What follows belongs to an exercise in optimizing a design on an open flow for small area, a short achievable clock period and few clock cycles; a production flow would make more cautious choices.
Only simulation tests tie the RTL to the original design; equivalence was not proved.
Power and IR drop assume default switching activity.

## run A
==> flow/design.v (excerpt) <==
module sa #(parameter DIMENSION = 4) (
  input                                             CLK ,
  input                                             RSTn,
  input        [DIMENSION-1:0]                      DVI ,
  input        [          1:0][DIMENSION-1:0][15:0] DI  ,
  output logic [DIMENSION-1:0][DIMENSION-1:0]       DVO ,
  output logic [DIMENSION-1:0][DIMENSION-1:0][15:0] DO
);
For scale: about 25000 cells after synthesis, about 3100 flip-flops, ~190000 sq um of cells after synthesis.
clock: 10.0 ns
lec_check: 0
abc_area: 1
cap_margin: 20
core_margin: 2
core_utilization: 50
place_density: 0.82
slew_margin: 20
standard.sh (not shown) runs the stock make flow with config.mk's settings and CLKGATE_MAP_FILE= SYNTH_SCRIPT=/design/flow/synth_recipe.tcl, a recipe that flattens the netlist after the stock synthesis.
==> flow/flow/run.sh <==
#!/bin/bash
# Own layout flow: the standard synthesis unchanged, then the standard
# ORFS steps with timing repair aimed below the 10 ns clock period (the
# design is still laid out and signed off at the design's clock period and
# constraints), gate resizing across cell footprints, a clock tree without
# dummy loads, buf_2 port buffers, and the DO pins that share a register
# placed side by side.
# Each step's output goes to a log file of its own.
set -euo pipefail

# extra make variables for the layout steps
EXTRA="MATCH_CELL_FOOTPRINT=0 SETUP_SLACK_MARGIN=6.55 PRE_IO_PLACEMENT_TCL=$(pwd)/flow/io.tcl"
export BUFFER_PORTS_ARGS="-buffer_cell sky130_fd_sc_hd__buf_2"
export CTS_ARGS="-sink_clustering_enable -repair_clock_nets -sink_clustering_size 40 -sink_clustering_max_diameter 55 -dont_use_dummy_load"

bash standard.sh synth > synth.log 2>&1
sed "s|\"\${@:-finish}\"|$EXTRA \"\${@:-finish}\"|" standard.sh > layout.sh
for step in floorplan place cts route finish; do
  bash layout.sh $step > $step.log 2>&1
done
==> flow/flow/io.tcl <==
# Pin placement: the four DO ports of a row that show the same register bit
# (DO[i][0..3][b]) are placed next to each other.
for {set i 0} {$i < 4} {incr i} {
  for {set b 0} {$b < 16} {incr b} {
    set pins {}
    for {set j 0} {$j < 4} {incr j} {
      lappend pins "DO\[[expr {$i * 64 + $j * 16 + $b}]\]"
    }
    set_io_pin_constraint -group -order -pin_names $pins
  }
}
Testbench counts of run A, summed over its fixed seeds: cycles 1,120.
Input-level comparison between run B and run A:
# run A
export LEC_CHECK = 0
export ABC_AREA = 1
export CAP_MARGIN = 20
export CORE_MARGIN = 2
export CORE_UTILIZATION = 50
export PLACE_DENSITY = 0.82
export SLEW_MARGIN = 20
create_clock -name core_clock -period 10.0 [get_ports {CLK}]
# run B
export LEC_CHECK = 0
export ABC_AREA = 1
export CAP_MARGIN = 20
export CORE_MARGIN = 2
export CORE_UTILIZATION = 50
export SLEW_MARGIN = 20
create_clock -name core_clock -period 10.0 [get_ports {CLK}]
diff --git a/flow/flow/run.sh b/flow/flow/run.sh
--- a/flow/flow/run.sh
+++ b/flow/flow/run.sh
@@ -6,2 +6 @@
-# dummy loads, buf_2 port buffers, and the DO pins that share a register
-# placed side by side.
+# dummy loads, and the DO pins that share a register placed side by side.
@@ -12,2 +11 @@
-EXTRA="MATCH_CELL_FOOTPRINT=0 SETUP_SLACK_MARGIN=6.55 PRE_IO_PLACEMENT_TCL=$(pwd)/flow/io.tcl"
-export BUFFER_PORTS_ARGS="-buffer_cell sky130_fd_sc_hd__buf_2"
+EXTRA="MATCH_CELL_FOOTPRINT=0 SETUP_SLACK_MARGIN=6.45 PRE_IO_PLACEMENT_TCL=$(pwd)/flow/io.tcl"
==> run notes <==
- Count of pins on the block boundary: run B vs run A, no meaningful difference
- As of run B, clock-buffer cell count had risen by more than 10% compared to run A.
- Looking at worst setup path startpoint, the col_pp[138] result is from run A; the g_row[0].g_pe[2].pe.A[6] one comes from run B.
- Run B vs. run A: number of buffers other than clock buffers in the final layout went down by 150, cell area was more or less identical.
- Via count (lower): run B
- Run comparison: run A capturing element of the worst setup path g_row[3].g_pe[1].pe.m_co; run B capturing element of the worst setup path g_row[0].g_pe[2].pe.m_co
- Of run A and run B, run B shows the higher worst stage delay on the critical path, with run A below it.
Input-level comparison between run C and run B:
# run B
export LEC_CHECK = 0
export ABC_AREA = 1
export CAP_MARGIN = 20
export CORE_MARGIN = 2
export CORE_UTILIZATION = 50
export SLEW_MARGIN = 20
create_clock -name core_clock -period 10.0 [get_ports {CLK}]
# run C
export LEC_CHECK = 0
export ABC_AREA = 1
export CAP_MARGIN = 20
export CORE_MARGIN = 2
export CORE_UTILIZATION = 45
export PLACE_DENSITY = 0.68
export SLEW_MARGIN = 20
create_clock -name core_clock -period 10.0 [get_ports {CLK}]
diff --git a/flow/flow/run.sh b/flow/flow/run.sh
--- a/flow/flow/run.sh
+++ b/flow/flow/run.sh
@@ -6 +6,2 @@
-# dummy loads, and the DO pins that share a register placed side by side.
+# dummy loads, buf_2 port buffers, and the DO pins that share a register
+# placed side by side.
@@ -11,2 +12,3 @@
-EXTRA="MATCH_CELL_FOOTPRINT=0 SETUP_SLACK_MARGIN=6.45 PRE_IO_PLACEMENT_TCL=$(pwd)/flow/io.tcl"
-export CTS_ARGS="-sink_clustering_enable -repair_clock_nets -sink_clustering_size 40 -sink_clustering_max_diameter 55 -dont_use_dummy_load"
+EXTRA="MATCH_CELL_FOOTPRINT=0 SETUP_SLACK_MARGIN=6.55 PRE_IO_PLACEMENT_TCL=$(pwd)/flow/io.tcl"
+export BUFFER_PORTS_ARGS="-buffer_cell sky130_fd_sc_hd__buf_2"
+export CTS_ARGS="-sink_clustering_enable -repair_clock_nets -sink_clustering_size 40 -sink_clustering_max_diameter 60 -dont_use_dummy_load"
--- outcome ---
Run B finished every step from synthesis to the final layout, and the layout passed the timing, design-rule and antenna checks. Run C went all the way through synthesis, placement and routing and the layout is clean on timing, DRC and antenna. First element of the critical path: g_row[0].g_pe[2].pe.A[6] -> run B, do_q[26] -> run C. Changes observed in run C relative to run B: total instance count after detailed placement rose 1.7%; worst setup slack shows an increase of 100 ps; sum of internal, switching and leakage power now smaller; buffer share of cell area neither gained nor lost much; placed wire-length estimate saw a decrease. Cmp run C and run B / wire length of the first global-routing pass / lower: run C. A end point of the critical path of DO[74] is what run C shows, while g_row[0].g_pe[2].pe.m_co belongs to run B. The cell area on run C is in line with that on run B.

---

sa, a different RTL version from the one above (not shown whole).
Size: ~25000 cells after synthesis, about 3300 flip-flops, about 410 I/O pins, about 200000 um2 of cells after synthesis.
export LEC_CHECK = 0
export ABC_AREA = 1
export CAP_MARGIN = 20
export CORE_MARGIN = 2
export CORE_UTILIZATION = 60
export SLEW_MARGIN = 20
create_clock -name core_clock -period 10.0 [get_ports {CLK}]
==> flow/flow/run.sh <==
#!/bin/bash
# Own layout flow: the standard synthesis unchanged, then the standard
# ORFS steps with timing repair aimed below the 10 ns clock period (the
# design is still laid out and signed off at the design's clock period and
# constraints), gate resizing across cell footprints, and a clock tree
# without dummy loads.  Each step's output goes to a log file of its own.
set -euo pipefail

# extra make variables for the layout steps
EXTRA="MATCH_CELL_FOOTPRINT=0 SETUP_SLACK_MARGIN=6.45"
export CTS_ARGS="-sink_clustering_enable -repair_clock_nets -sink_clustering_size 40 -sink_clustering_max_diameter 55 -dont_use_dummy_load"

bash standard.sh synth > synth.log 2>&1
sed "s|\"\${@:-finish}\"|$EXTRA \"\${@:-finish}\"|" standard.sh > layout.sh
for step in floorplan place cts route finish; do
  bash layout.sh $step > $step.log 2>&1
done
Testbench counts at the start, summed over its fixed seeds: cycles 1,120.
Then changed:
--- a/flow/flow/run.sh
+++ b/flow/flow/run.sh
@@ -10 +10 @@
-EXTRA="MATCH_CELL_FOOTPRINT=0 SETUP_SLACK_MARGIN=6.45"
+EXTRA="MATCH_CELL_FOOTPRINT=0 SETUP_SLACK_MARGIN=6.5"
--- a/flow/config.mk
+++ b/flow/config.mk
@@ -11 +11 @@
-export CORE_UTILIZATION = 60
+export CORE_UTILIZATION = 50
Combinational power rose by about 1%.
Via count fell by 1.4%.
Routed wire length rose by 4.2%.
Sequential power barely changes.
Clock power rose by about 10%.
Worst setup slack is better by 0.0079 ns.
Synthesized area is unchanged.
Die area rose by 20%.
Utilization fell by 10 points.

---

nickel:
RTL: one of the versions met above, not the one the previous note started from.
For scale: about 3100 flip-flops, ~410 I/O pins, ~0.19 sq mm of cells after synthesis.
// sa
module sa #(parameter DIMENSION = 4) (
  input                                             CLK ,
  input                                             RSTn,
  input        [DIMENSION-1:0]                      DVI ,
  input        [          1:0][DIMENSION-1:0][15:0] DI  ,
  output logic [DIMENSION-1:0][DIMENSION-1:0]       DVO ,
  output logic [DIMENSION-1:0][DIMENSION-1:0][15:0] DO
);
  localparam N = DIMENSION;
  localparam W  = 19;   
  localparam WC = 26;   
  logic [N-1:0][W-1:0]  row_dec, col_dec;
  for (genvar i = 0; i < N; i++) begin : g_dec
    categorizer row_cat (.F(DI[0][i]), .D(row_dec[i]));
    categorizer col_cat (.F(DI[1][i]), .D(col_dec[i]));
  end
  logic [N-1:0][N:0][W-1:0]    row_pp;
  logic [N-1:0][W-1:0]         col_q;     
  logic [N-1:0][WC-1:0]        col_enc;
  logic [N-1:0][N-1:1][WC-1:0] col_pp;    
  logic [N-1:0][N:0]           dv_pp;
  for (genvar i = 0; i < N; i++) begin : g_pp
    logic [4:0] neg;
    logic [5:0] one, two;
    booth_enc col_bth (.B(col_q[i][9:0]), .NEG(neg), .ONE(one), .TWO(two));
    always_comb
      if (col_q[i][16])
        col_enc[i] = {col_q[i][18:10], 15'd0, col_q[i][1:0]};
      else
        col_enc[i] = {col_q[i][18:10], neg, one, two};
    always_ff @(posedge CLK) begin
      row_pp[i][0] <= row_dec[i];
      for (int d = 1; d <= N; d++)
        row_pp[i][d] <= row_pp[i][d-1];
      col_q[i]     <= col_dec[i];
      col_pp[i][1] <= col_enc[i];
      for (int d = 2; d < N; d++)
        col_pp[i][d] <= col_pp[i][d-1];
    end
    always_ff @(negedge RSTn, posedge CLK)
      if (!RSTn)
        dv_pp[i] <= '0;
      else
        dv_pp[i] <= {dv_pp[i][N-1:0], DVI[i]};
  end
  logic [N-1:0][N-1:0]       fin;
  logic [N-1:0][N-1:0][44:0] res;
  logic [N-1:0][44:0]        sel;
  logic [N-1:0][15:0]        result;
  logic [N-1:0][15:0]        do_q;
  logic [N-1:0][41:0]        mag_q;
  logic [N-1:0]              sign_q;
  logic [N-1:0][2:0]         sp_q;
  logic [N-1:0][N-1:0]       fin_q;
  ...
==> flow/config.mk <==
export PLATFORM = sky130hd
export DESIGN_NAME = sa
export DESIGN_NICKNAME = sa
export VERILOG_FILES = /design/flow/design.v
export SDC_FILE = /design/flow/constraint.sdc
export NUM_CORES = 8
export LEC_CHECK = 0
export ABC_AREA = 1
export CAP_MARGIN = 20
export CORE_MARGIN = 2
export CORE_UTILIZATION = 55
export PLACE_DENSITY = 0.68
export SLEW_MARGIN = 20
==> flow/constraint.sdc <==
create_clock -name core_clock -period 10.0 [get_ports {CLK}]
set_input_delay 2.0000 -clock core_clock [delete_from_list [all_inputs] [get_ports {CLK}]]
set_output_delay 2.0000 -clock core_clock [all_outputs]
set_load 0.01 [all_outputs]
==> flow/flow/run.sh <==
#!/bin/bash
# Own layout flow: the standard synthesis unchanged, then the standard
# ORFS steps with timing repair aimed below the 10 ns clock period (the
# design is still laid out and signed off at the design's clock period and
# constraints), gate resizing across cell footprints, a clock tree without
# dummy loads, buf_2 port buffers, and the DO pins that share a register
# placed side by side.
# Each step's output goes to a log file of its own.
set -euo pipefail

# extra make variables for the layout steps
EXTRA="MATCH_CELL_FOOTPRINT=0 SETUP_SLACK_MARGIN=6.55 PRE_IO_PLACEMENT_TCL=$(pwd)/flow/io.tcl"
export BUFFER_PORTS_ARGS="-buffer_cell sky130_fd_sc_hd__buf_2"
export CTS_ARGS="-sink_clustering_enable -repair_clock_nets -sink_clustering_size 40 -sink_clustering_max_diameter 60 -dont_use_dummy_load"

bash standard.sh synth > synth.log 2>&1
sed "s|\"\${@:-finish}\"|$EXTRA \"\${@:-finish}\"|" standard.sh > layout.sh
for step in floorplan place cts route finish; do
  bash layout.sh $step > $step.log 2>&1
done
Scripts as last shown in full above: flow/flow/io.tcl
No stage failed in nickel, and the final checks on the layout all came back clean.
Testbench counts of nickel, summed over its fixed seeds: cycles 1,120.
> inputs changed (nickel -> willow)
# nickel
export LEC_CHECK = 0
export ABC_AREA = 1
export CAP_MARGIN = 20
export CORE_MARGIN = 2
export CORE_UTILIZATION = 55
export PLACE_DENSITY = 0.68
export SLEW_MARGIN = 20
create_clock -name core_clock -period 10.0 [get_ports {CLK}]
# willow
export LEC_CHECK = 0
export ABC_AREA = 1
export CAP_MARGIN = 20
export CORE_MARGIN = 2
export CORE_UTILIZATION = 50
export PLACE_DENSITY = 0.68
export SLEW_MARGIN = 20
create_clock -name core_clock -period 10.0 [get_ports {CLK}]
--- a/flow/flow/run.sh
+++ b/flow/flow/run.sh
@@ -4,6 +4,6 @@
 # design is still laid out and signed off at the design's clock period and
 # constraints), gate resizing across cell footprints, a clock tree without
-# dummy loads, buf_2 port buffers, and the DO pins that share a register
-# placed side by side.
+# dummy loads, buf_2 port buffers, the DO pins that share a register placed
+# side by side and the clock pin in the middle of an edge.
 # Each step's output goes to a log file of its own.
 set -euo pipefail
--- a/flow/flow/io.tcl
+++ b/flow/flow/io.tcl
@@ -10,2 +10,8 @@
   }
 }
+
+# The clock pin goes to the middle of the left edge, close to the root of
+# the clock tree at the centre of the die.
+set die [[ord::get_db_block] getDieArea]
+set mid [expr {[$die yMax] / 2000.0}]
+set_io_pin_constraint -pin_names {CLK} -region left:[expr {$mid - 10}]-[expr {$mid + 10}]
### Flow results
Against nickel, total power in willow came out better.
When willow is measured against nickel, its starting utilization of the core area turns out 4.9 points lower.
Comparing nickel and willow, the lower detailed route wirelength on metal3 was measured on nickel.
Re via count of the first global-routing pass: willow is about 1.2% down on nickel.
| net switching power | willow vs nickel | about 0.7% lower |
On count of clock-buffer cells in the layout, the lower figure sits with willow, not nickel.
For the post-placement setup slack, willow came in 0.025 ns lower than nickel did.
Per the comparison of willow with nickel, via count comparable; flip-flop and latch share of the layout cell area comparable; clock power now smaller.
Looking at total routed wire length on the met1 layer, willow sits 1.3% above nickel.
For zinc, these inputs were changed with respect to willow:
# willow
export LEC_CHECK = 0
export ABC_AREA = 1
export CAP_MARGIN = 20
export CORE_MARGIN = 2
export CORE_UTILIZATION = 50
export PLACE_DENSITY = 0.68
export SLEW_MARGIN = 20
create_clock -name core_clock -period 10.0 [get_ports {CLK}]
# zinc
export LEC_CHECK = 0
export ABC_AREA = 1
export CAP_MARGIN = 20
export CORE_MARGIN = 2
export CORE_UTILIZATION = 50
export PLACE_DENSITY = 0.65
export SLEW_MARGIN = 20
create_clock -name core_clock -period 10.0 [get_ports {CLK}]
--- a/flow/flow/run.sh
+++ b/flow/flow/run.sh
@@ -4,6 +4,6 @@
 # design is still laid out and signed off at the design's clock period and
 # constraints), gate resizing across cell footprints, a clock tree without
-# dummy loads, buf_2 port buffers, the DO pins that share a register placed
-# side by side and the clock pin in the middle of an edge.
+# dummy loads, buf_2 port buffers, and the DO pins that share a register
+# placed side by side.
 # Each step's output goes to a log file of its own.
 set -euo pipefail
--- a/flow/flow/io.tcl
+++ b/flow/flow/io.tcl
@@ -10,8 +10,2 @@
   }
 }
-
-# The clock pin goes to the middle of the left edge, close to the root of
-# the clock tree at the centre of the die.
-set die [[ord::get_db_block] getDieArea]
-set mid [expr {[$die yMax] / 2000.0}]
-set_io_pin_constraint -pin_names {CLK} -region left:[expr {$mid - 10}]-[expr {$mid + 10}]
Notes after the runs:
Result: PASS for each of willow and zinc
zinc vs willow, last element of the critical path: DO[174] vs g_row[0].g_pe[2].pe.m_co
From willow to zinc the numbers moved as follows: cell area after layout rose by 0.0017 sq mm, maximum frequency from static timing analysis fell by 1.2 MHz, final core utilization rose by 0.43 points, proportion of power drawn by combinational gates fell by 0.5 points.
willow and zinc ended up with roughly the same area enclosed by the die boundary.
Inputs modified between zinc and indigo:
# zinc
export LEC_CHECK = 0
export ABC_AREA = 1
export CAP_MARGIN = 20
export CORE_MARGIN = 2
export CORE_UTILIZATION = 50
export PLACE_DENSITY = 0.65
export SLEW_MARGIN = 20
create_clock -name core_clock -period 10.0 [get_ports {CLK}]
# indigo
export LEC_CHECK = 0
export ABC_AREA = 1
export CAP_MARGIN = 20
export CORE_MARGIN = 2
export CORE_UTILIZATION = 50
export GPL_ROUTABILITY_DRIVEN = 0
export PLACE_DENSITY = 0.68
export SLEW_MARGIN = 20
create_clock -name core_clock -period 10.0 [get_ports {CLK}]
--- outcome ---
indigo finished all stages; the layout is clean.
Diff zinc -> indigo: maximum frequency up about 0.5%, combinational power went down about 2%, setup slack grew by 0.018 ns, portion of total power attributed to the clock network lost 0.4 points.
Looking only at total power after layout, and setting everything else aside, the lower value of zinc and indigo goes to indigo.
Diff zinc -> indigo: average detailed-routed wire length per instance fell by 1.1 um, number of logic stages on the critical path including buffering rose by 23.
The inputs of lagoon differ from those of indigo as listed below.
# indigo
export LEC_CHECK = 0
export ABC_AREA = 1
export CAP_MARGIN = 20
export CORE_MARGIN = 2
export CORE_UTILIZATION = 50
export GPL_ROUTABILITY_DRIVEN = 0
export PLACE_DENSITY = 0.68
export SLEW_MARGIN = 20
create_clock -name core_clock -period 10.0 [get_ports {CLK}]
# lagoon
export LEC_CHECK = 0
export ABC_AREA = 1
export CAP_MARGIN = 20
export CORE_MARGIN = 2
export CORE_UTILIZATION = 50
export SLEW_MARGIN = 20
create_clock -name core_clock -period 10.0 [get_ports {CLK}]
--- a/flow/flow/run.sh
+++ b/flow/flow/run.sh
@@ -12,5 +12,5 @@
 EXTRA="MATCH_CELL_FOOTPRINT=0 SETUP_SLACK_MARGIN=6.55 PRE_IO_PLACEMENT_TCL=$(pwd)/flow/io.tcl"
 export BUFFER_PORTS_ARGS="-buffer_cell sky130_fd_sc_hd__buf_2"
-export CTS_ARGS="-sink_clustering_enable -repair_clock_nets -sink_clustering_size 40 -sink_clustering_max_diameter 60 -dont_use_dummy_load"
+export CTS_ARGS="-sink_clustering_enable -repair_clock_nets -sink_clustering_size 40 -sink_clustering_max_diameter 50 -dont_use_dummy_load"
 
 bash standard.sh synth > synth.log 2>&1
==> run notes <==
lagoon ended up with do_q[14] as its start point of the critical path; indigo ended up with g_row[3].g_pe[1].pe.accum.clr.
As of lagoon, non-filler instance count after layout had risen slightly compared to indigo.
Going from indigo to lagoon, slack of the critical path lost 0.030 ns; layout buffering overhead excluding clock cells picked up an extra 1.0 points; area added between synthesis and finish picked up an extra 3.0 points; met1 global-route usage picked up an extra 4.3 points.

==> what the ideal ports hide <==
The results above use ideal ports. As a check the final layouts listed here were re-extracted and re-timed, cells and wires unchanged.
Step 1 sets driving cells, clkbuf_16 on the clock port and buf_2 on the other inputs (assumed; they add their load-dependent delay and slew).
Step 2 also shifts input and output timing later by t, the mid clock arrival at the registers, as if the neighbouring blocks saw the same clock.
Slacks: ideal / step 1 / step 2; pairs: ideal / step 1.
| run | t, ns | slack for setup (ns) | slew at the worst register clock pin (ns) | worst slew at a driven data input, ns |
|---|---|---|---|---|
| run A | 1.046 | 6.412 / 6.412 / 5.430 | 0.10 / 0.10 | 0.53 |
| run B | 1.066 | 6.466 / 6.380 / 5.548 | 0.11 / 0.11 | 0.07 |
| run C | 1.045 | 6.571 / 6.452 / 5.539 | 0.11 / 0.11 | 0.30 |
| the first run of note 2 | 1.035 | 6.506 / 6.361 / 5.326 | 0.10 / 0.10 | 0.52 |
| the second run of note 2 | 1.059 | 6.514 / 6.447 / 5.553 | 0.10 / 0.10 | 0.21 |
| nickel | 1.018 | 6.537 / 6.424 / 5.587 | 0.11 / 0.11 | 0.52 |
| willow | 0.997 | 6.546 / 6.509 / 5.516 | 0.10 / 0.10 | 0.62 |
| zinc | 1.052 | 6.532 / 6.436 / 5.646 | 0.10 / 0.10 | 0.50 |
| indigo | 1.013 | 6.550 / 6.477 / 5.534 | 0.12 / 0.12 | 0.62 |
| lagoon | 1.067 | 6.520 / 6.405 / 5.485 | 0.08 / 0.08 | 0.57 |
After both steps setup and hold are still met in every run listed. For the first run of note 2, which loses most, drivers alone change the setup slack by -0.145 ns; drivers and shift together by -1.180 ns.
